Context: an optimization exercise on an open-source flow, tuned for small area, a short achievable clock period and few clock cycles. The choices shown serve that exercise and are no tape-out recipe. RTL that was checked went through simulation tests only; none was proved equivalent to the original.

Setup of run A:
// mmm_r2mm_2n
module mmm_r2mm_2n
#(
    parameter K = 256
)
(
    input   wire            clk     ,
    input   wire            rst_n   ,
    input   wire [K-1  :0]  x       ,
    input   wire [K-1  :0]  y       ,
    input   wire [K-1  :0]  m       ,
    input   wire            req     ,
    output  wire [K-1  :0]  res     ,
    output  reg             val     
);
localparam KD = 8;
localparam SW = 265;
reg  [255:0]  Yr, Mr;
reg  [SW-1:0] Sr, Cr;
reg           cinr;
reg  [31:0]   sel;
reg  [5:0]    cnt;
reg           s32;
wire [SW-1:0] ns, nc;
wire ncin;
wire idle  = (cnt == 6'd0);
wire start = req & idle;
wire it    = (cnt != 6'd0) && (cnt <= 6'd33);
wire f1    = (cnt == 6'd34);
wire f2    = (cnt == 6'd35);
wire clr   = idle | f2;
always @(posedge clk) begin Mr <= m; end
wire [KD-1:0] inv_t, inv3_t;
mmm_inv u_inv (.a(Mr[KD-1:1]), .inv(inv_t), .inv3(inv3_t));
wire [KD-1:0] q_0;
mmm_q u_q0 (.clk(clk), .clr(clr), .ns(ns[KD-1:0]), .nc(nc[KD-1:0]), .ncin(ncin), .inv(inv_t), .inv3(inv3_t), .q(q_0));
integer i;
reg [KD-1:0] xn, mn;
always @* begin
    xn = {KD{1'b0}}; mn = {KD{1'b0}};
    for (i = 1; i < 32; i = i + 1) begin
        xn = xn | ({KD{sel[i]}} & x[i*KD +: KD]);
        if (i < 31) mn = mn | ({KD{sel[i+1]}} & Mr[i*KD +: KD]);
        else mn = mn | ({KD{s32}} & Mr[i*KD +: KD]);
    end
end
always @(posedge clk) s32 <= it & sel[31];
reg          s255, bor, ptop;
always @(posedge clk) s255 <= x[255];
reg [31:0] xg, xgn;
always @* begin
    xgn = {32{1'b0}};
    xgn[7:0] = xgn[7:0] | ({KD{sel[1]}} & x[15:8]);
    xgn[7:0] = xgn[7:0] | ({KD{sel[2]}} & x[23:16]);
    xgn[7:0] = xgn[7:0] | ({KD{sel[3]}} & x[31:24]);
    xgn[7:0] = xgn[7:0] | ({KD{sel[4]}} & x[39:32]);
    xgn[7:0] = xgn[7:0] | ({KD{sel[5]}} & x[47:40]);
    xgn[7:0] = xgn[7:0] | ({KD{sel[6]}} & x[55:48]);
    xgn[7:0] = xgn[7:0] | ({KD{sel[7]}} & x[63:56]);
    xgn[15:8] = xgn[15:8] | ({KD{sel[8]}} & x[71:64]);
    xgn[15:8] = xgn[15:8] | ({KD{sel[9]}} & x[79:72]);
  ...
Settings: LEC_CHECK=0, CAP_MARGIN=20, CELL_PAD_IN_SITES_DETAIL_PLACEMENT=1, CORE_MARGIN=2, CORE_UTILIZATION=55, PLACE_DENSITY=0.7, SETUP_SLACK_MARGIN=2, SLEW_MARGIN=20, SYNTH_HIERARCHICAL=1, SYNTH_MINIMUM_KEEP_SIZE=0, TNS_END_PERCENT=25; clock period 30.0 ns.
standard.sh (not shown) runs the stock make flow with config.mk's settings and CLKGATE_MAP_FILE= SYNTH_SCRIPT=/design/flow/synth_recipe.tcl, a recipe that flattens the netlist after the stock synthesis.
==> flow/flow/run.sh <==
#!/bin/bash
set -uo pipefail
bash standard.sh SETUP_SLACK_MARGIN=22.5 MATCH_CELL_FOOTPRINT=0 \
  'BUFFER_PORTS_ARGS=-buffer_cell sky130_fd_sc_hd__buf_2' finish > standard_flow.log 2>&1
Although run A finished all stages, its layout failed final checks on capacitance limit, slew limit.
Testbench counts of run A, summed over its fixed seeds: cycles 34,568.
Input changes introduced in run B (baseline for comparison: run A):
Settings: PLACE_DENSITY removed (was 0.7).
==> results.txt <==
Run B: flow completed, timing, DRC and antenna clean
Iteration count of the initial detailed-routing pass, run A and run B: lower on run B
From run A to run B the numbers moved as follows: number of cells in the design after placement held, final worst-path cycle share went down 3.9 points, count of placed standard cells in the final layout, fillers left out held, slack of the worst reg-to-reg path went up 1.27 ns, clock-pin slew reported for the worst setup and hold paths after clock tree synthesis held.
NOTE: overall track demand over capacity in global routing in run B falls short of that of run A
In the reports for run A and run B, the larger final period demand of the worst path belongs to run A.
[run B] worst hold slack across all endpoints rose 0.039 ns relative to run A
Changes in run C relative to run B:
Settings: swapping 25 for 40 in TNS_END_PERCENT; putting GPL_ROUTABILITY_DRIVEN at 0 where nothing was set.
--- outcome ---
Comparing run B with run C, the clock distribution area overhead in the final layout came out essentially unchanged.
When the final numbers for run C and run B were put side by side, the wire length of the first global-routing pass turned out to be greater in run B.
Any difference in placeable core region between run C and run B is small enough to ignore.
When run C is set beside run B, its area added between synthesis and finish turns out to be 0.36 points smaller.
Sort run C and run B by clock skew asc -> top: run B

---

mmm_r2mm_2n, a different RTL version from the one above (not shown whole).
For scale: ~1000 I/O pins.
// mmm_r2mm_2n
module mmm_r2mm_2n
#(
    parameter K = 256
)
(
    input   wire            clk     ,
    input   wire            rst_n   ,
    input   wire [K-1  :0]  x       ,
    input   wire [K-1  :0]  y       ,
    input   wire [K-1  :0]  m       ,
    input   wire            req     ,
    output  wire [K-1  :0]  res     ,
    output  reg             val     
);
localparam KD = 8;
localparam SW = 265;
reg  [255:0]  Yr, Mr;
reg  [SW-1:0] Sr, Cr;
reg           cinr;
wire [31:0]   sel;
reg  [5:0]    cnt;
wire           s32;
wire [SW-1:0] ns, nc;
wire ncin;
wire idle  = (cnt == 6'd0);
wire start = req & idle;
wire it    = (cnt != 6'd0) && (cnt <= 6'd33);
wire f1    = (cnt == 6'd34);
wire f2    = (cnt == 6'd35);
wire clr   = idle | f2;
always @(posedge clk) begin Mr <= m; end
wire [KD-1:0] inv_t, inv3_t;
mmm_inv u_inv (.a(Mr[KD-1:1]), .inv(inv_t), .inv3(inv3_t));
wire [KD-1:0] q_0;
  ...
export LEC_CHECK = 0
export CAP_MARGIN = 20
export CELL_PAD_IN_SITES_DETAIL_PLACEMENT = 1
export CORE_MARGIN = 2
export CORE_UTILIZATION = 55
export GPL_ROUTABILITY_DRIVEN = 0
export SETUP_SLACK_MARGIN = 2
export SLEW_MARGIN = 30
export SYNTH_HIERARCHICAL = 1
export SYNTH_MINIMUM_KEEP_SIZE = 0
export TNS_END_PERCENT = 40
create_clock -name core_clock -period 30.0 [get_ports {clk}]
Scripts as last shown in full above: flow/flow/run.sh
The first run completed without violations.
Testbench counts at the start, summed over its fixed seeds: cycles 34,568.
Rerun with:
==> flow/flow/run.sh (replaced) <==
#!/bin/bash
set -uo pipefail
bash standard.sh SETUP_SLACK_MARGIN=22.5 MATCH_CELL_FOOTPRINT=0 \
  'BUFFER_PORTS_ARGS=-inputs -buffer_cell sky130_fd_sc_hd__buf_1' \
  "PRE_RESIZE_TCL=$PWD/flow/pre_resize.tcl" finish > standard_flow.log 2>&1
==> flow/flow/pre_resize.tcl (new file) <==
# Output ports get their buffers here (buf_2); input ports got buf_1 buffers at global
# placement (BUFFER_PORTS_ARGS).  Every port is buffered, as in the standard flow.
buffer_ports -outputs -buffer_cell sky130_fd_sc_hd__buf_2
SLEW_MARGIN = 20   (was 30)
What happened: The changed run ran to the end with violations: slew limit. Non-clock buffer count rose by 42. Design area falls by 0.53%. Register-to-register slack degrades by 0.04 ns. Worst hold slack improved by 0.026 ns. Setup slack gets better by 0.0090 ns. Routed wire length came out higher by 1.7%.
Rerun with:
==> flow/flow/run.sh (replaced) <==
#!/bin/bash
set -uo pipefail
bash standard.sh SETUP_SLACK_MARGIN=22.5 MATCH_CELL_FOOTPRINT=0 \
  'BUFFER_PORTS_ARGS=-buffer_cell sky130_fd_sc_hd__buf_2' finish > standard_flow.log 2>&1
CORE_UTILIZATION = 52   (was 55)
removed: flow/flow/pre_resize.tcl
Outcome: Now the flow passed the timing, design-rule and antenna checks. Core utilization goes down by 3.2 points. Worst setup slack gets better by 0.046 ns. Final area came out higher by 0.54%. Routed wire length increases by 0.57%.

---

## sierra
mmm_r2mm_2n, a different RTL version from the one above (not shown whole).
For scale: roughly 15000 cells after synthesis, about 1000 I/O pins.
export LEC_CHECK = 0
export CAP_MARGIN = 20
export CELL_PAD_IN_SITES_DETAIL_PLACEMENT = 1
export CORE_MARGIN = 2
export CORE_UTILIZATION = 62
export SETUP_SLACK_MARGIN = 2
export SLEW_MARGIN = 20
export SYNTH_HIERARCHICAL = 1
export SYNTH_MINIMUM_KEEP_SIZE = 0
export TNS_END_PERCENT = 25
create_clock -name core_clock -period 30.0 [get_ports {clk}]
==> flow/flow/run.sh <==
#!/bin/bash
set -uo pipefail
bash standard.sh SETUP_SLACK_MARGIN=22.5 MATCH_CELL_FOOTPRINT=0 \
  'BUFFER_PORTS_ARGS=-buffer_cell sky130_fd_sc_hd__buf_2' finish > standard_flow.log 2>&1
As the logs show, sierra stopped at 5_1_grt after a tool error, so it never reached the end of the flow.
#### Input delta (violet over sierra)
Settings: changing CORE_UTILIZATION from 62 to 55.
Findings:
- violet completed end to end with timing, DRC and antenna clean.
- violet ended with less total setup buffers inserted after CTS than sierra.
- Synthesized area of sierra is on par with violet.
- Post-cts gate resize count was lower in sierra than in violet.
- violet — cell area after placement 640 um^2 higher, sierra as reference
- On worst slack at placement, the lower figure sits with violet, not sierra.
- In the tables for violet and sierra, x dimension of the die reads higher with violet.
- Summary of the comparison: effective utilization at floorplan is lower in violet, relative to sierra.
No run of this note included a check of the RTL's function; only the layout flow was run.

---

## lane 2
mmm_r2mm_2n, a different RTL version from the one above (not shown whole).
For scale: roughly 150000 sq um of cells after synthesis.
clock: 30.0 ns
lec_check: 0
cap_margin: 20
cell_pad_in_sites_detail_placement: 1
core_margin: 2
core_utilization: 55
setup_slack_margin: 2
slew_margin: 20
synth_hierarchical: 1
synth_minimum_keep_size: 0
tns_end_percent: 5
Scripts as last shown in full above: flow/flow/run.sh
Changes in lane 5 relative to lane 2:
Settings: TNS_END_PERCENT now 25, was 5.
==> comparison <==
- Remaining max-slew budget at the tightest pin: lane 5 lower than lane 2
- Setup fix buffers added after clock tree synthesis: higher on lane 2
- Lane 5 finished end to end and its layout was clean on timing, DRC and antenna.
- Sort lane 5 and lane 2 by first-iteration DRC count desc -> top: lane 2
- Wire length of the first global-routing pass in lane 5 is 23 mm lower than in lane 2
- The routed length per instance of lane 5 falls short of that of lane 2 by 1.8%.
- On clock latency on the worst-skew pair, the higher figure sits with lane 2, not lane 5.
- Lane 5 vs. lane 2: number of ordinary and repair buffers in the finished layout went up by 4.
No functional check of the RTL was part of any run of this note.

separate check: timing with driven ports:
Ports are ideal in the flow. The routed layouts listed here were re-timed in OpenROAD.
Step 1: set_driving_cell puts a clkbuf_16 on clk and a buf_2 on each other input, an assumption about the parent block.
Step 2 moves the port delays by t, midway between the first and last clock arrival at a register: inputs arrive t later, outputs are due t later. That takes back most of the time a late clock gives input paths.
Three values: no drivers, after step 1, after step 2; two values: the first two.
run	t (ns)	slack for setup (ns)	worst setup path after step 2	clock arrival spread, ns	worst slew at a driven data input, ns
run A	1.024	21.148 / 21.148 / 21.148	register to register	0.074 / 0.074	0.34
run B	1.016	22.321 / 22.207 / 21.385	input to register	0.046 / 0.046	0.32
run C	1.024	22.308 / 22.194 / 21.354	input to register	0.053 / 0.053	0.32
the first run of note 2	1.003	22.295 / 22.201 / 21.690	input to register	0.082 / 0.082	0.58
the second run of note 2	0.992	22.304 / 22.190 / 21.566	input to register	0.077 / 0.077	0.53
the third run of note 2	0.986	22.350 / 22.242 / 21.607	input to register	0.069 / 0.069	0.22
violet	1.020	22.188 / 22.083 / 21.201	input to register	0.070 / 0.069	0.56
lane 2	1.037	22.047 / 22.116 / 21.107	input to register	0.071 / 0.072	0.60
lane 5	1.023	22.150 / 22.140 / 21.217	input to register	0.064 / 0.064	0.46
The setup slack of violet, which loses most, moves by -0.105 ns with the drivers and by -0.987 ns with both steps.
